Context: an optimization exercise on an open-source flow, tuned for small area. The choices shown serve that exercise and are no tape-out recipe. Only simulation tests tie the RTL to the original design; equivalence was not proved. No activity file was given, so power comes from the tool's default toggle rates.

## flow/config.mk

```make
export PLATFORM = sky130hd
export DESIGN_NAME = audio_controller
export DESIGN_NICKNAME = audio_controller
export VERILOG_FILES = /design/flow/design.v
export SDC_FILE = /design/flow/constraint.sdc
export NUM_CORES = 4
export LEC_CHECK = 0
export CAP_MARGIN = 20
export CORE_MARGIN = 2
export CORE_UTILIZATION = 40
export PLACE_DENSITY = 0.6
export SLEW_MARGIN = 20
```

## flow/constraint.sdc

```tcl
create_clock -name core_clock -period 20.0 [get_ports {clk}]
set_input_delay 4.0000 -clock core_clock [delete_from_list [all_inputs] [get_ports {clk}]]
set_output_delay 4.0000 -clock core_clock [all_outputs]
set_load 0.01 [all_outputs]
```

## flow/design.v

```verilog
module dsync #(
parameter STAGE = 2
) (
output  Q,
input   D,
input   clk,
input   rst
);
reg [STAGE-1:0] sync;
integer i;
always @(posedge clk) begin
    if (rst) sync <= 'b0;
    else begin
        sync[0] <= D;
        for(i = 1; i < STAGE; i = i + 10)
            sync[i] <= sync[i-1];
    end
end
assign Q = sync[STAGE-1];
endmodule
module fifo #(
parameter DWIDTH = 32,           
parameter DEPTH = 4
) (
input               rst,
input               clk,
input               write,
input               read,
input [DWIDTH-1:0]  din,
output [DWIDTH-1:0] dout,
output              full,
output              empty
);
localparam AWIDTH = $clog2(DEPTH);
reg [DWIDTH-1:0]  mem[2**AWIDTH-1:0];    
reg [AWIDTH:0]    rdptr;                 
reg [AWIDTH:0]    wtptr;                 
reg [DWIDTH-1:0]  data_out;
wire [AWIDTH:0]   count;
wire              ren;
wire              wen;
always @(posedge clk)
begin
    if (rst)
    begin
        rdptr <= 'b0;
        wtptr <= 'b0;
    end
    else
    begin
        if (!empty && read)
        begin
            rdptr <= rdptr + 1'b1;
        end
        if (!full && write)
        begin
            wtptr <= wtptr + 1'b1;
        end
    end
end
assign wen = !full & write;
assign ren = !empty & read;
assign count = wtptr - rdptr;
assign full  = (count == DEPTH) ? 1'b1 : 1'b0;
assign empty = (count == 0)     ? 1'b1 : 1'b0;
always @(posedge clk)
begin
    if (rst)
    begin
        data_out <= 'b0;
    end
    else if (ren)
    begin
        data_out <= mem[rdptr[AWIDTH-1:0]];
    end
    if (wen)
    begin
        mem[wtptr[AWIDTH-1:0]] <= din;
    end
end
assign dout = data_out;
endmodule
module fwft_fifo #(
parameter DWIDTH = 32,           
parameter DEPTH  = 4
) (
input               rst,
input               clk,
input               write,
input               read,
input [DWIDTH-1:0]  din,
output [DWIDTH-1:0] dout,
output              full,
output              empty
);
localparam AWIDTH = $clog2(DEPTH);
reg [DWIDTH-1:0]  mem[2**AWIDTH-1:0];    
reg [AWIDTH:0]    rdptr;                 
reg [AWIDTH:0]    wtptr;                 
wire [DWIDTH-1:0] data_out;
reg [DWIDTH-1:0]  data_buffer;
wire              last;                
wire [AWIDTH:0]   count;
wire              ren;
wire              wen;
wire [AWIDTH-1:0] mem_rdptr;           
always @(posedge clk)
begin
    if (rst)
    begin
        rdptr <= 'b0;
        wtptr <= 'b0;
    end
    else
    begin
        if (!empty && read)
        begin
            rdptr <= rdptr + 1'b1;
        end
        if (!full && write)
        begin
            wtptr <= wtptr + 1'b1;
        end
    end
end
assign count = wtptr - rdptr;
assign full  = (count == DEPTH) ? 1'b1 : 1'b0;
assign empty = (count == 0)     ? 1'b1 : 1'b0;
assign last  = (count == 1)     ? 1'b1 : 1'b0;
always @(posedge clk) begin
    if (wen && (empty || (ren && last))) data_buffer <= din;
    else if (ren)     data_buffer <= data_out;
end
assign dout = data_buffer;
assign wen = !full & write;
assign ren = !empty & read;
assign mem_rdptr = rdptr[AWIDTH-1:0] + 1'b1;
always @(posedge clk)
begin
    if (wen) mem[wtptr[AWIDTH-1:0]] <= din;
end
assign data_out = mem[mem_rdptr];
endmodule
module i2c_master #(
parameter       CLK_FREQ = 50,           
parameter       I2C_CLK_FREQ = 100,      
parameter       NUM_BYTE = 4,            
parameter       BYTE_SIZE = 8,           
parameter       DATA_WIDTH = NUM_BYTE * BYTE_SIZE
) (
input                           clk,    
input                           rst,
input                           req,         
input                           wen,         
input  [BYTE_SIZE-2:0]          slave_addr,  
input  [DATA_WIDTH-1:0]         writedata,   
output                          ready,
input                           i2c_SDA_i,
output                          i2c_SDA_w,
output                          i2c_SDA_o,
output                          i2c_SCL_w,
output                          i2c_SCL_o,
output                          i2c_slave_addr_err,     
output                          i2c_slave_noack_err     
);
localparam ADDR_DATA_WIDTH = NUM_BYTE * BYTE_SIZE + BYTE_SIZE;
localparam SYSCLK_COUNT    = (CLK_FREQ * 1000) / I2C_CLK_FREQ;
localparam  I2C_IDLE  = 0,
            I2C_START = 1,
            I2C_ADDR  = 2,
            I2C_DATA  = 3,
            I2C_STOP  = 4;
localparam  I2C_STATE_SIZE = I2C_STOP + 1;
localparam I2C_DATA_STATE_SIZE = BYTE_SIZE + 1;
localparam ACK_PHASE = BYTE_SIZE;
wire i2c_SDA_i_sysclk;
reg  i2c_SDA_w_q;
reg  i2c_SDA_o_q;
reg  i2c_SCL_w_q;
reg  i2c_SCL_o_q;
reg  i2c_SDA_w_next;
reg  i2c_SDA_o_next;
reg  i2c_SCL_w_next;
reg  i2c_SCL_o_next;
wire start;
wire i2c_clk_negedge;            
wire i2c_clk_posedge;            
wire i2c_clk_toggle;             
wire i2c_start_byte_xfer;        
wire i2c_xfered_one_byte;        
wire i2c_data_xfer_complete;     
reg [$clog2(SYSCLK_COUNT)-1:0]   clk_divider;
wire                             clk_divider_run;
reg  [ADDR_DATA_WIDTH-1:0]   write_data;
reg  [ADDR_DATA_WIDTH-1:0]   write_data_next;
wire                         shift_data;
reg  [NUM_BYTE:0]            byte_count;  
reg [I2C_STATE_SIZE-1:0]    i2c_state;
reg [BYTE_SIZE:0]           i2c_byte_state;
reg [I2C_STATE_SIZE-1:0]    i2c_state_next;
reg [BYTE_SIZE:0]           i2c_byte_state_next;
assign  i2c_SDA_w = i2c_SDA_w_q;
assign  i2c_SDA_o = i2c_SDA_o_q;
assign  i2c_SCL_w = i2c_SCL_w_q;
assign  i2c_SCL_o = i2c_SCL_o_q;
dsync sda_i_dsync (.Q(i2c_SDA_i_sysclk), .D(i2c_SDA_i), .clk(clk), .rst(rst));
assign clk_divider_run = ~i2c_state[I2C_IDLE];  
always @(posedge clk) begin
    if      (rst)             clk_divider <= 'b0;
    else if (i2c_clk_posedge) clk_divider <= 'b0;    
    else if (clk_divider_run) clk_divider <= clk_divider + 1'd1;
    else                      clk_divider <= 'b0;
end
assign i2c_clk_negedge = (clk_divider == SYSCLK_COUNT[$clog2(SYSCLK_COUNT)-1:0] / 2 - 1);
assign i2c_clk_posedge = (clk_divider == SYSCLK_COUNT[$clog2(SYSCLK_COUNT)-1:0] - 1);
assign i2c_clk_toggle = i2c_clk_posedge | i2c_clk_negedge;
assign ready = i2c_state[I2C_IDLE];
assign start = req & ready;
assign i2c_data_xfer_complete = byte_count[NUM_BYTE];
assign i2c_xfered_one_byte = i2c_byte_state[ACK_PHASE] & i2c_clk_negedge;
always @(*) begin
    i2c_state_next = 'b0;
    case(1)
        i2c_state[I2C_IDLE]: begin   
            if (start)  i2c_state_next[I2C_START] = 1'b1;
            else        i2c_state_next[I2C_IDLE] = 1'b1;
        end
        i2c_state[I2C_START]: begin  
            if (i2c_clk_negedge) i2c_state_next[I2C_ADDR] = 1'b1;
            else i2c_state_next[I2C_START] = 1'b1;
        end
        i2c_state[I2C_ADDR]: begin  
            if (i2c_clk_negedge && i2c_xfered_one_byte) i2c_state_next[I2C_DATA] = 1'b1;
            else i2c_state_next[I2C_ADDR] = 1'b1;
        end
        i2c_state[I2C_DATA]: begin  
            if (i2c_clk_negedge && i2c_data_xfer_complete) i2c_state_next[I2C_STOP] = 1'b1;
            else i2c_state_next[I2C_DATA] = 1'b1;
        end
        i2c_state[I2C_STOP]: begin  
            if (i2c_clk_negedge) i2c_state_next[I2C_IDLE] = 1'b1;
            else i2c_state_next[I2C_STOP] = 1'b1;
        end
        default: i2c_state_next[I2C_IDLE] = 1'b1;
    endcase
end
assign i2c_start_byte_xfer = (i2c_clk_negedge & i2c_state[I2C_START]) |
                             (i2c_clk_negedge & (i2c_state[I2C_DATA] | i2c_state[I2C_ADDR]) & i2c_byte_state[ACK_PHASE]);
always @(*) begin
    i2c_byte_state_next = i2c_byte_state;
    if (i2c_start_byte_xfer) begin
        i2c_byte_state_next    = 'b0;
        i2c_byte_state_next[0] = 1'b1;
    end
    else if (i2c_clk_negedge) i2c_byte_state_next = i2c_byte_state_next << 1;
end
always @(posedge clk) begin
    if (rst) begin
        i2c_state           <= 'b0;
        i2c_state[I2C_IDLE] <= 1'b1;
        i2c_byte_state      <= 'b0;
    end
    else begin
        i2c_state       <= i2c_state_next;
        i2c_byte_state  <= i2c_byte_state_next;
    end
end
always @(*) begin
    i2c_SCL_o_next = i2c_SCL_o_q;
    i2c_SCL_w_next = i2c_SCL_w_q;
    if (i2c_state[I2C_IDLE]) begin
        i2c_SCL_o_next = 1'b1;
        i2c_SCL_w_next = 1'b0;
    end
    else if (i2c_state[I2C_STOP]) begin
        if (i2c_clk_posedge) i2c_SCL_o_next = 1'b1;
        i2c_SCL_w_next = 1'b1;
    end
    else begin
        if (i2c_clk_toggle) i2c_SCL_o_next = ~i2c_SCL_o_next;
        i2c_SCL_w_next = 1'b1;
    end
end
always @(posedge clk) begin
    if (rst) begin
        i2c_SCL_o_q <= 1'b1;
        i2c_SCL_w_q <= 1'b0;
    end
    else begin
        i2c_SCL_o_q <= i2c_SCL_o_next;
        i2c_SCL_w_q <= i2c_SCL_w_next;
    end
end
always @(*) begin
    i2c_SDA_o_next = i2c_SDA_o_q;
    i2c_SDA_w_next = i2c_SDA_w_q;
    if (i2c_state[I2C_IDLE]) begin   
        if (start) begin
            i2c_SDA_w_next = 1'b1;
            i2c_SDA_o_next = 1'b0;
        end
        else begin
            i2c_SDA_w_next = 1'b0;
            i2c_SDA_o_next = 1'b1;
        end
    end
    else if (i2c_state[I2C_STOP]) begin  
        if (i2c_clk_negedge) i2c_SDA_o_next = 1'b1;
        i2c_SDA_w_next = 1'b1;
    end
    else begin   
        if (i2c_byte_state[ACK_PHASE-1] & i2c_clk_negedge)  begin
            i2c_SDA_w_next = 1'b0;
            i2c_SDA_o_next = i2c_SDA_i_sysclk;
        end
        else begin
            if (i2c_clk_negedge) i2c_SDA_o_next = write_data[ADDR_DATA_WIDTH-1];
            if (i2c_clk_negedge) i2c_SDA_w_next = 1'b1;
        end
    end
end
always @(posedge clk) begin
    if (rst) begin
        i2c_SDA_o_q <= 1'b1;
        i2c_SDA_w_q <= 1'b0;
    end
    else begin
        i2c_SDA_o_q <= i2c_SDA_o_next;
        i2c_SDA_w_q <= i2c_SDA_w_next;
    end
end
assign shift_data = i2c_clk_posedge & (i2c_state[I2C_ADDR] | i2c_state[I2C_DATA]) & ~i2c_byte_state[ACK_PHASE-1];
always @(*) begin
    write_data_next = write_data;
    if (start) write_data_next = {slave_addr, ~wen, writedata};
    else if (shift_data) write_data_next = write_data_next << 1;
end
always @(posedge clk) begin
    write_data <= write_data_next;
end
always @(posedge clk) begin
    if (rst) byte_count <= 'b1;
    else begin
        if (i2c_state[I2C_IDLE]) byte_count <= 'b1;
        else if (i2c_xfered_one_byte && i2c_state[I2C_DATA]) byte_count <= byte_count << 1'b1;
    end
end
assign i2c_slave_addr_err = i2c_state[I2C_ADDR] & i2c_byte_state[ACK_PHASE]
                            & i2c_clk_posedge & i2c_SDA_i_sysclk;
assign i2c_slave_noack_err = i2c_state[I2C_DATA] & i2c_byte_state[ACK_PHASE]
                            & i2c_clk_posedge & i2c_SDA_i_sysclk;
endmodule
module audio_codec_transceiver #(
parameter SYSCLK = 50,           
parameter WIDTH  = 32            
) (
input                   clk,
input                   rst,
input  [WIDTH-1:0]      dacdat_in,   
output                  dacdat_req,
output [WIDTH-1:0]      adcdat_out,  
output                  adcdat_vld,
output                  bclk,
output                  mclk,
output                  daclrc,
output                  dacdat,
output                  adclrc,
input                   adcdat
);
localparam BCLK_CNT       = 33;
localparam MCLK_CNT       = 4;
localparam MCLK_CNT_WIDTH = $clog2(MCLK_CNT+1);
localparam BCLK_CNT_WIDTH = $clog2(BCLK_CNT+1);
localparam LRC_CNT_WIDTH  = $clog2(WIDTH+1);
reg [MCLK_CNT_WIDTH-1:0]    mclk_counter;    
wire                        mclk_posedge;
wire                        mclk_negedge;
reg [BCLK_CNT_WIDTH-1:0]    bclk_counter;    
wire                        bclk_posedge;
wire                        bclk_negedge;
reg [LRC_CNT_WIDTH-1:0]     lrc_counter;    
wire                        lrc_posedge;
wire                        lrc_negedge;
reg [WIDTH-1:0]     dacdat_q;
reg [WIDTH-1:0]     adcdat_q;
reg                 mclk_q;
reg                 bclk_q;
reg                 lrc_q;
reg                 one_xfer_done;
reg                 dacdat_req_q;
reg                 dacdat_req_q_s1;
wire                adcdat_sysclk;     
assign bclk = bclk_q;
assign mclk = mclk_q;
assign daclrc = lrc_q;
assign dacdat = dacdat_q[WIDTH-1];
assign adclrc = lrc_q;
assign adcdat_vld = one_xfer_done;
assign adcdat_out = adcdat_q;
assign dacdat_req = dacdat_req_q;
always @(posedge clk) begin
    if (rst || mclk_negedge) mclk_counter <= 'b0;
    else                     mclk_counter <= mclk_counter + 1'b1;
end
assign mclk_posedge = (mclk_counter == MCLK_CNT[MCLK_CNT_WIDTH-1:0] / 2 - 1);
assign mclk_negedge = (mclk_counter == MCLK_CNT[MCLK_CNT_WIDTH-1:0] - 1);
always @(posedge clk) begin
    if      (rst)         mclk_q <= 1'b0;
    else if (mclk_posedge) mclk_q <= 1'b1;
    else if (mclk_negedge) mclk_q <= 1'b0;
end
always @(posedge clk) begin
    if (rst || bclk_negedge) bclk_counter <= 'b0;
    else                     bclk_counter <= bclk_counter + 1'b1;
end
assign bclk_posedge = (bclk_counter == BCLK_CNT[BCLK_CNT_WIDTH-1:0] / 2 - 1);
assign bclk_negedge = (bclk_counter == BCLK_CNT[BCLK_CNT_WIDTH-1:0] - 1);
always @(posedge clk) begin
    if      (rst)         bclk_q <= 1'b0;
    else if (bclk_posedge) bclk_q <= 1'b1;
    else if (bclk_negedge) bclk_q <= 1'b0;
end
always @(posedge clk) begin
    if (rst) lrc_counter <= 'b0;
    else if (bclk_negedge) begin
        if (lrc_posedge) lrc_counter <= 'b0;
        else             lrc_counter <= lrc_counter + 1'b1;
    end
end
assign lrc_negedge = bclk_negedge & (lrc_counter == (WIDTH / 2 - 1));
assign lrc_posedge = bclk_negedge & (lrc_counter == (WIDTH - 1));
always @(posedge clk) begin
    if      (rst)        lrc_q <= 1'b1;
    else if (lrc_posedge) lrc_q <= 1'b1;
    else if (lrc_negedge) lrc_q <= 1'b0;
end
dsync adcdat_dsync (.Q(adcdat_sysclk), .D(adcdat), .clk(clk), .rst(rst));
always @(posedge clk) begin
    one_xfer_done <= lrc_posedge;
    if (bclk_posedge) adcdat_q <= {adcdat_q[WIDTH-2:0] , adcdat_sysclk};
    dacdat_req_q <= (lrc_counter == (WIDTH - 1)) & (bclk_counter == BCLK_CNT[BCLK_CNT_WIDTH-1:0] - 3) ;
    dacdat_req_q_s1 <= dacdat_req_q;
    if (rst) dacdat_q <= 'b0;
    else if (dacdat_req_q_s1) dacdat_q <= dacdat_in;  
    else if (bclk_negedge) dacdat_q <= dacdat_q << 1;
end
endmodule
module audio_controller_csr
(
  input            clk,
  input            reset,
  input  [4:0]     i_sw_address,
  input            i_sw_read,
  input            i_sw_write,
  input            i_sw_select,
  input  [31:0]    i_sw_wrdata,
  output [31:0]    o_sw_rddata,
  input            i_hw_status_i2c_idle,
  input            i_hw_status_dac_fifo_full,
  input            i_hw_status_adc_fifo_empty,
  output           o_hw_ctrl_dac_sel,
  output           o_hw_ctrl_adc_sel,
  output           o_hw_adc_data_data_fifo_read,
  input  [31:0]    i_hw_adc_data_data_fifo_read_data,
  output           o_hw_dac_data_data_fifo_write,
  output [31:0]    o_hw_dac_data_data_fifo_write_data,
  output [6:0]     o_hw_i2c_ctrl_i2c_id,
  output [15:0]    o_hw_i2c_ctrl_data,
  output           o_hw_i2c_ctrl_write
);
  reg    [31:0]    o_sw_rddata_q;
  reg              i_hw_status_i2c_idle_q;
  reg              i_hw_status_dac_fifo_full_q;
  reg              i_hw_status_adc_fifo_empty_q;
  reg              o_hw_ctrl_dac_sel_q;
  reg              o_hw_ctrl_adc_sel_q;
  reg    [6:0]     o_hw_i2c_ctrl_i2c_id_q;
  reg    [15:0]    o_hw_i2c_ctrl_data_q;
  reg              o_hw_i2c_ctrl_write_q;
  reg    [31:0]    o_sw_rddata_next;
  reg              o_hw_ctrl_dac_sel_q_wen;
  reg              o_hw_ctrl_adc_sel_q_wen;
  reg              o_hw_i2c_ctrl_i2c_id_q_wen;
  reg              o_hw_i2c_ctrl_data_q_wen;
  reg              o_hw_i2c_ctrl_write_q_wen;
  assign o_sw_rddata = o_sw_rddata_q;
  assign o_hw_ctrl_dac_sel = o_hw_ctrl_dac_sel_q;
  assign o_hw_ctrl_adc_sel = o_hw_ctrl_adc_sel_q;
  assign o_hw_i2c_ctrl_i2c_id = o_hw_i2c_ctrl_i2c_id_q;
  assign o_hw_i2c_ctrl_data = o_hw_i2c_ctrl_data_q;
  assign o_hw_i2c_ctrl_write = o_hw_i2c_ctrl_write_q;
  always @(posedge clk) begin
    if (reset) o_sw_rddata_q <= 32'h0;
    else if (i_sw_read) o_sw_rddata_q <= o_sw_rddata_next;
  end
  always @(*) begin
    o_sw_rddata_next = o_sw_rddata;
    case(i_sw_address)
      5'h0:  o_sw_rddata_next = {29'b0, i_hw_status_adc_fifo_empty_q, i_hw_status_dac_fifo_full_q, 
                                 i_hw_status_i2c_idle_q};
      5'h4:  o_sw_rddata_next = {30'b0, o_hw_ctrl_adc_sel_q, o_hw_ctrl_dac_sel_q};
      5'h8:  o_sw_rddata_next = {i_hw_adc_data_data_fifo_read_data};
      5'hc:  o_sw_rddata_next = {32'h0};
      5'h10:  o_sw_rddata_next = {8'b0, o_hw_i2c_ctrl_write_q, o_hw_i2c_ctrl_data_q, 
                                  o_hw_i2c_ctrl_i2c_id_q};
      default:  o_sw_rddata_next = o_sw_rddata;
    endcase
  end
  always @(*) begin
        o_hw_ctrl_dac_sel_q_wen = 1'b0;
        o_hw_ctrl_adc_sel_q_wen = 1'b0;
        o_hw_i2c_ctrl_i2c_id_q_wen = 1'b0;
        o_hw_i2c_ctrl_data_q_wen = 1'b0;
        o_hw_i2c_ctrl_write_q_wen = 1'b0;
    case(i_sw_address)
      5'h4: begin
        o_hw_ctrl_dac_sel_q_wen = i_sw_write & i_sw_select;
        o_hw_ctrl_adc_sel_q_wen = i_sw_write & i_sw_select;
      end
      5'h8: begin
      end
      5'hc: begin
      end
      5'h10: begin
        o_hw_i2c_ctrl_i2c_id_q_wen = i_sw_write & i_sw_select;
        o_hw_i2c_ctrl_data_q_wen = i_sw_write & i_sw_select;
        o_hw_i2c_ctrl_write_q_wen = i_sw_write & i_sw_select;
      end
      default: begin
        o_hw_ctrl_dac_sel_q_wen = 1'b0;
        o_hw_ctrl_adc_sel_q_wen = 1'b0;
        o_hw_i2c_ctrl_i2c_id_q_wen = 1'b0;
        o_hw_i2c_ctrl_data_q_wen = 1'b0;
        o_hw_i2c_ctrl_write_q_wen = 1'b0;
      end
    endcase
  end
  always @(posedge clk) begin
    if (reset) begin
      i_hw_status_i2c_idle_q <= 1'h1;
      i_hw_status_dac_fifo_full_q <= 1'h0;
      i_hw_status_adc_fifo_empty_q <= 1'h1;
      o_hw_ctrl_dac_sel_q <= 1'h1;
      o_hw_ctrl_adc_sel_q <= 1'h1;
      o_hw_i2c_ctrl_i2c_id_q <= 7'h0;
      o_hw_i2c_ctrl_data_q <= 16'h0;
      o_hw_i2c_ctrl_write_q <= 1'h0;
    end
    else begin
      i_hw_status_i2c_idle_q <= i_hw_status_i2c_idle;
      i_hw_status_dac_fifo_full_q <= i_hw_status_dac_fifo_full;
      i_hw_status_adc_fifo_empty_q <= i_hw_status_adc_fifo_empty;
      if (o_hw_ctrl_dac_sel_q_wen) o_hw_ctrl_dac_sel_q <= i_sw_wrdata[0:0];
      if (o_hw_ctrl_adc_sel_q_wen) o_hw_ctrl_adc_sel_q <= i_sw_wrdata[1:1];
      if (o_hw_i2c_ctrl_i2c_id_q_wen) o_hw_i2c_ctrl_i2c_id_q <= i_sw_wrdata[6:0];
      if (o_hw_i2c_ctrl_data_q_wen) o_hw_i2c_ctrl_data_q <= i_sw_wrdata[22:7];
      if (o_hw_i2c_ctrl_write_q_wen) o_hw_i2c_ctrl_write_q <= i_sw_wrdata[23:23];
    end
  end
  assign o_hw_adc_data_data_fifo_read = i_sw_select & i_sw_read & (i_sw_address == 5'h8);
  assign o_hw_dac_data_data_fifo_write = i_sw_select & i_sw_write & (i_sw_address == 5'hc);
  assign o_hw_dac_data_data_fifo_write_data = i_sw_wrdata[31:0];
endmodule
module audio_controller #(
parameter SYSCLK = 50        
) (
input           clk,
input           rst,
input  [4:0]    sw_address,
input           sw_read,
input           sw_write,
input           sw_select,
input  [31:0]   sw_wrdata,
output [31:0]   sw_rddata,
input           i2c_SDA_i,
output          i2c_SDA_w,
output          i2c_SDA_o,
output          i2c_SCL_w,
output          i2c_SCL_o,
output          bclk,
output          mclk,
output          daclrc,
output          dacdat,
output          adclrc,
input           adcdat,
input  [31:0]   dac_data_in,
input           dac_data_wr,
output          dac_fifo_full,
output [31:0]   adc_data_out,  
input           adc_data_rd,
output          adc_fifo_empty
);
localparam DAC_FROM_CPU = 0;
localparam ADC_FROM_CPU = 0;
wire            hw_status_i2c_idle;
wire            hw_status_dac_fifo_full;
wire            hw_status_adc_fifo_empty;
wire            hw_ctrl_dac_sel;
wire            hw_ctrl_adc_sel;
wire [15:0]     hw_i2c_ctrl_data;
wire [6:0]      hw_i2c_ctrl_i2c_id;
wire            hw_i2c_ctrl_write;
wire            hw_adc_data_data_fifo_read;
wire [31:0]     hw_adc_data_data_fifo_read_data;
wire            hw_dac_data_data_fifo_write;
wire [31:0]     hw_dac_data_data_fifo_write_data;
reg             hw_i2c_ctrl_write_s1;
wire            hw_i2c_ctrl_write_posedge;
wire [6:0]      i2c_slave_addr;
wire [15:0]     i2c_writedata;
wire            i2c_ready;
wire            dac_fifo_read;
wire [31:0]     dac_fifo_read_data;
wire            dac_fifo_write;
wire [31:0]     dac_fifo_write_data;
wire            adc_fifo_read;
wire [31:0]     adc_fifo_read_data;
wire            adc_fifo_write;
wire [31:0]     adc_fifo_write_data;
wire [31:0]     dacdat_in;
wire            dacdat_req;
wire [31:0]     adcdat_out;
wire            adcdat_vld;
always @(posedge clk) begin
    hw_i2c_ctrl_write_s1 <= hw_i2c_ctrl_write;
end
assign hw_i2c_ctrl_write_posedge = hw_i2c_ctrl_write & ~hw_i2c_ctrl_write_s1;
assign i2c_slave_addr = hw_i2c_ctrl_i2c_id;
assign i2c_writedata  = hw_i2c_ctrl_data;
assign hw_status_i2c_idle = i2c_ready;
assign dac_fifo_read  = dacdat_req;
assign dacdat_in      = dac_fifo_read_data;
assign dac_fifo_write_data = (hw_ctrl_dac_sel == DAC_FROM_CPU) ? hw_dac_data_data_fifo_write_data :
                             dac_data_in;
assign dac_fifo_write      = (hw_ctrl_dac_sel == DAC_FROM_CPU) ? hw_dac_data_data_fifo_write :
                             dac_data_wr;
assign adc_fifo_write = adcdat_vld;
assign adc_fifo_write_data = adcdat_out;
assign adc_fifo_read = (hw_ctrl_adc_sel == ADC_FROM_CPU) ? hw_adc_data_data_fifo_read :
                        adc_data_rd;
assign adc_data_out = adc_fifo_read_data;
assign hw_adc_data_data_fifo_read_data = adc_fifo_read_data;
assign hw_status_dac_fifo_full = dac_fifo_full;
assign hw_status_adc_fifo_empty = adc_fifo_empty;
audio_controller_csr audio_controller_csr
(
    .clk                        (clk),
    .reset                      (rst),
    .i_sw_address               (sw_address),
    .i_sw_read                  (sw_read),
    .i_sw_write                 (sw_write),
    .i_sw_select                (sw_select),
    .i_sw_wrdata                (sw_wrdata),
    .o_sw_rddata                (sw_rddata),
    .i_hw_status_i2c_idle       (hw_status_i2c_idle),
    .i_hw_status_dac_fifo_full  (hw_status_dac_fifo_full),
    .i_hw_status_adc_fifo_empty (hw_status_adc_fifo_empty),
    .o_hw_ctrl_dac_sel          (hw_ctrl_dac_sel),
    .o_hw_ctrl_adc_sel          (hw_ctrl_adc_sel),
    .o_hw_i2c_ctrl_data         (hw_i2c_ctrl_data),
    .o_hw_i2c_ctrl_i2c_id       (hw_i2c_ctrl_i2c_id),
    .o_hw_i2c_ctrl_write        (hw_i2c_ctrl_write),
    .o_hw_adc_data_data_fifo_read      (hw_adc_data_data_fifo_read),
    .i_hw_adc_data_data_fifo_read_data (hw_adc_data_data_fifo_read_data),
    .o_hw_dac_data_data_fifo_write     (hw_dac_data_data_fifo_write),
    .o_hw_dac_data_data_fifo_write_data(hw_dac_data_data_fifo_write_data)
);
i2c_master #(.CLK_FREQ(SYSCLK), .NUM_BYTE(2), .BYTE_SIZE(8))
i2c_master (
    .clk                    (clk),
    .rst                    (rst),
    .req                    (hw_i2c_ctrl_write_posedge),
    .wen                    (hw_i2c_ctrl_write_posedge),
    .slave_addr             (i2c_slave_addr),
    .writedata              (i2c_writedata),
    .ready                  (i2c_ready),
    .i2c_SDA_i              (i2c_SDA_i),
    .i2c_SDA_w              (i2c_SDA_w),
    .i2c_SDA_o              (i2c_SDA_o),
    .i2c_SCL_w              (i2c_SCL_w),
    .i2c_SCL_o              (i2c_SCL_o),
    /*verilator lint_off PINCONNECTEMPTY*/
    .i2c_slave_addr_err     (),
    .i2c_slave_noack_err    ()
    /*verilator lint_on PINCONNECTEMPTY*/
);
fifo #(.DWIDTH(32), .DEPTH(4)) dac_fifo
(
    .rst    (rst),
    .clk    (clk),
    .write  (dac_fifo_write),
    .read   (dac_fifo_read),
    .din    (dac_fifo_write_data),
    .dout   (dac_fifo_read_data),
    .full   (dac_fifo_full),
    /*verilator lint_off PINCONNECTEMPTY*/
    .empty  ()
    /*verilator lint_on PINCONNECTEMPTY*/
);
fwft_fifo #(.DWIDTH(32), .DEPTH(4)) adc_fifo
(
    .rst    (rst),
    .clk    (clk),
    .write  (adc_fifo_write),
    .read   (adc_fifo_read),
    .din    (adc_fifo_write_data),
    .dout   (adc_fifo_read_data),
    /*verilator lint_off PINCONNECTEMPTY*/
    .full   (),
    /*verilator lint_on PINCONNECTEMPTY*/
    .empty  (adc_fifo_empty)
);
audio_codec_transceiver #(.SYSCLK(SYSCLK))
audio_codec_transceiver
(
    .clk            (clk),
    .rst            (rst),
    .dacdat_in      (dacdat_in),
    .dacdat_req     (dacdat_req),
    .adcdat_out     (adcdat_out),
    .adcdat_vld     (adcdat_vld),
    .bclk           (bclk),
    .mclk           (mclk),
    .daclrc         (daclrc),
    .dacdat         (dacdat),
    .adclrc         (adclrc),
    .adcdat         (adcdat)
);
endmodule
```

## flow/run.sh

```bash
#!/bin/bash
# synth_recipe.tcl (not shown) runs the flow's synth.tcl, then flattens the netlist and writes it again
# the make line also repeats each setting of config.mk as NAME=value (left out here)
make -C /OpenROAD-flow-scripts/flow DESIGN_CONFIG=/design/flow/config.mk WORK_HOME=/design/flow/orfs CLKGATE_MAP_FILE= SYNTH_SCRIPT=/design/flow/synth_recipe.tcl finish
```

==> impl_metrics.ini <==
[outcome]
run_status = finished clean

[power_and_ir_drop]
peak_supply_drop_mv = 0.0641
leakage_nw = 8.18
power_per_cell_area_mw_per_mm2 = 102

[routing]
drt_first_pass_iters = 5
totalWireLength_um = 46100
ant_nets = 0
viasPerCell = 5.19
detailedRoute.firstIterationViolations = 763
post_drt_wl_per_cell_um = 19.9
remaining_drc_errors = 0
routed-via-count = 12000

[critical_path]
timing_worst_setup_path_type = reg -> out
critical_path_required_ps = 16000
cp.arrival_ps = 2910
crit_chain = inv_1 -> ha_1 -> fa_1 -> xnor3_1 -> nor2b_1 -> clkdlybuf4s50_1
start_kind = register
timing.critical_path.slowest_cell_delay_ps = 580
r2r_slack_ps = 16450
worstPathMaxFanout = 4
cp-end-kind = primary output
critPathSlowestCell = sky130_fd_sc_hd__clkdlybuf4s50_1

[floorplan]
floorplan_core_area_sq_mm = 0.0523
design.die.area_sq_mm = 0.0545
initial_utilization = 0.402
fp.dieH_um = 233
die-width_um = 233
row_count = 84
design.portCount = 153

[clock_network]
cts.reportedPaths.clkPinSlew_ps = 60
cts_setup_buffers = 0
htree_num_levels = 2
tritoncts = done
clock-sinks = 537
cts.root.buffer_cell = sky130_fd_sc_hd__clkbuf_16
post_cts_resized = 0
cts_hold_buffers = 0
clk_latency_ps = 630
tritoncts_buffer_count = 54
clk_path_buf_depth = 3

[grt]
first_global_vias = 12200
grt_use_total = 0.171
number_of_antenna_violations_at_the_first_check_in_global_routing = 1
grt_start_max_net_pins = 84
grt-ovfl-total = 0
first_pass_grt_wire_length_um = 71000

[timing]
highest_clock_rate_mhz = 145
timing_max_transition_violations_final = 0
setup_viol = 0
totalNegativeSetupSlack_ps = 0
skew_ps = 33.9
hold_viol_final = 0
timing.slew.headroom = 0.263
final.period_utilization = 0.345
worst-slew-pin-transition_ps = 1110
period_minus_slack_ps = 6910
rsz0062_at_grt = false

[cells_and_area]
finish.net_count = 1678
area_growth_pct = 18.7
post_route_cells_drive_above_1_share = 0.181
insertedDiodeCount = 0
finalCoreUtilization = 0.478
layout_common_cells = 344 x sky130_fd_sc_hd__edfxtp_1, 189 x sky130_fd_sc_hd__dfxtp_1, 156 x sky130_fd_sc_hd__nand2_1
final_common_cell = sky130_fd_sc_hd__edfxtp_1

[synth]
synth_cells = 1440
yosysSeqAreaShare = 0.674
ys_types = 60
synthesis.nets = 1541
netlist.top_cell.by_area = sky130_fd_sc_hd__edfxtp_1
asyncSetResetFlopFracSynth = 0
synth-edff-count = 344
synth-seq-cells = 537
synth_top_area_cells = sky130_fd_sc_hd__edfxtp_1 49%, sky130_fd_sc_hd__dfxtp_1 18%, sky130_fd_sc_hd__mux4_2 6.8%
synth.yosys.warnings = 7
synth_top_flop_cell = sky130_fd_sc_hd__edfxtp_1
avgSynthCellArea_sq_um = 14.6
synthesis.area_sq_mm = 0.0211
synth_largest_type_area_fraction = 0.490

[place]
gp_congestion = 0.789
place.detailed.hpwl_um = 28800
placement.io_buffers = 152

[worst_hold_path]
hold_path_class = reg -> reg

[run]
drv_cap = 0
[power by group]
part	internal [mW]	total [mW]	switching, mW
clock	0.594	1.02	0.423
combinational	0.145	0.265	0.120
sequential	1.23	1.27	0.0391
[routing by layer]
| layer | up-vias | track usage | wire [um] |
|---|---|---|---|
| met2 | 260 | 0.286 | 22500 |
| met5 | - | 0 | 13 |
| met1 | 6040 | 0.223 | 20100 |
| met4 | 2 | 0.0560 | 1320 |
| li1 | 5602 | - | - |
| met3 | 82 | 0.0350 | 2160 |
[layout make-up]
| type | count | area, sq um |
|---|---|---|
| multi-input combinational | 795 | 6420 |
| clock buffer | 77 | 1480 |
| inverter | 20 | 75.1 |
| clock inverter | 25 | 313 |
| sequential | 537 | 14200 |
| tap | 688 | 861 |
| fill | 4555 | 27300 |
| timing repair buffer | 169 | 1650 |
[cells by family (layout without fill, tap and decap cells)]
family          after synthesis  count (layout)  synth area share
compound gates              160             160            0.0469
xor+xnor                     25              25            0.0110
fa+ha+maj                    23              23            0.0140
buf+inv                     108             291            0.0231
flops                       537             537             0.674
mux                         216             216             0.153
simple gates                371             371            0.0783
[worst paths after layout]
path | start | endpoint | cells after the start
worst max-delay path | adc_fifo.wtptr[0] | adc_fifo_empty | 6
worst min register to register | audio_codec_transceiver.dacdat_req_q | audio_codec_transceiver.dacdat_req_q_s1 | 0
worst min-delay path | audio_codec_transceiver.dacdat_req_q | audio_codec_transceiver.dacdat_req_q_s1 | 0
worst max register to register | adc_fifo.wtptr[0] | adc_fifo.data_buffer[29] | 8
[registers in the layout (all words and copies together) (netlist names), 7 cells and up]
signal and count:
i2c_master.write_data 24, dac_fifo.data_out 32, i2c_master.i2c_byte_state 9, audio_controller_csr.o_hw_i2c_ctrl_data_q 16, dac_fifo.mem 128, audio_controller_csr.o_sw_rddata_q 32, adc_fifo.mem 128, audio_codec_transceiver.dacdat_q 32
audio_codec_transceiver.adcdat_q 32, audio_controller_csr.o_hw_i2c_ctrl_i2c_id_q 7, i2c_master.clk_divider 9, adc_fifo.data_buffer 32
[stage by stage]
stage | hold WS, ps | setup WS (ps) | cells | instance area [sq um] | power [mW]
after floorplan | 363 | 13310 | 1440 | 21100 | 1.43
after global placement | 388 | 12810 | 2209 | 23200 | 1.56
after detailed placement | 397 | 12780 | 2209 | 23200 | 1.57
after CTS | 412 | 13030 | 2311 | 25000 | 2.59
after global routing | 428 | 12900 | 2311 | 25000 | 2.65
final | 412 | 13090 | 2311 | 25000 | 2.56
[Yosys cell counts, types with 2 or more instances]
| cell | count |
|---|---|
| sky130_fd_sc_hd__buf_2 | 29 |
| sky130_fd_sc_hd__ha_1 | 22 |
| sky130_fd_sc_hd__a211o_1 | 2 |
| sky130_fd_sc_hd__edfxtp_1 | 344 |
| sky130_fd_sc_hd__a221oi_1 | 23 |
| sky130_fd_sc_hd__or2_1 | 2 |
| sky130_fd_sc_hd__a31oi_1 | 2 |
| sky130_fd_sc_hd__a21oi_1 | 89 |
| sky130_fd_sc_hd__buf_4 | 2 |
| sky130_fd_sc_hd__dfxtp_1 | 193 |
| sky130_fd_sc_hd__and2_1 | 12 |
| sky130_fd_sc_hd__nand3_1 | 12 |
| sky130_fd_sc_hd__or2_2 | 4 |
| sky130_fd_sc_hd__or3_1 | 3 |
| sky130_fd_sc_hd__nor3b_1 | 2 |
| sky130_fd_sc_hd__nor2_1 | 111 |
| sky130_fd_sc_hd__mux2_4 | 29 |
| sky130_fd_sc_hd__a211oi_1 | 2 |
| sky130_fd_sc_hd__nand4_1 | 4 |
| sky130_fd_sc_hd__xor2_1 | 9 |
| sky130_fd_sc_hd__nor4_1 | 2 |
| sky130_fd_sc_hd__and3_1 | 4 |
| sky130_fd_sc_hd__o21a_1 | 7 |
| sky130_fd_sc_hd__nor4_2 | 2 |
| sky130_fd_sc_hd__mux2i_1 | 35 |
| sky130_fd_sc_hd__inv_1 | 20 |
| sky130_fd_sc_hd__clkbuf_1 | 45 |
| sky130_fd_sc_hd__mux2_2 | 88 |
| sky130_fd_sc_hd__o21bai_1 | 2 |
| sky130_fd_sc_hd__buf_6 | 5 |
| sky130_fd_sc_hd__nor2b_1 | 9 |
| sky130_fd_sc_hd__a22oi_1 | 9 |
| sky130_fd_sc_hd__xnor2_1 | 15 |
| sky130_fd_sc_hd__nor3_1 | 34 |
| sky130_fd_sc_hd__nand2_1 | 156 |
| sky130_fd_sc_hd__buf_1 | 7 |
| sky130_fd_sc_hd__mux4_2 | 64 |
| sky130_fd_sc_hd__o21ai_0 | 14 |
| sky130_fd_sc_hd__nand2b_1 | 5 |
[critical path, delay by kind of cell, from the launching register on]
family        cells  cell delay (ps)
xor+xnor          1              300
fa+ha+maj         2              710
buf+inv           2              690
flops             1              400
simple gates      1              210

-- afterwards: timing with drivers on the ports --
The results above use ideal ports. As a check the final layout listed here was re-extracted and re-timed, cells and wires unchanged. Step 1: set_driving_cell puts a clkbuf_16 on clk and a buf_2 on each other input, an assumption about the parent block. Step 2, shift: input delay + t, output delay - t, t = (earliest + latest rising clock arrival at the registers) / 2. This alone moves slack from input paths to output paths. Three values: ideal, step 1, step 2; two values: the first two.
t, ns: 0.665
setup WS [ns]: 13.093 / 13.035 / 12.769
latest minus earliest clock arrival (ns): 0.034 / 0.035
After both steps setup and hold are still met in this run. The setup slack of this run moves by -0.058 ns with the drivers and by -0.324 ns with both steps.
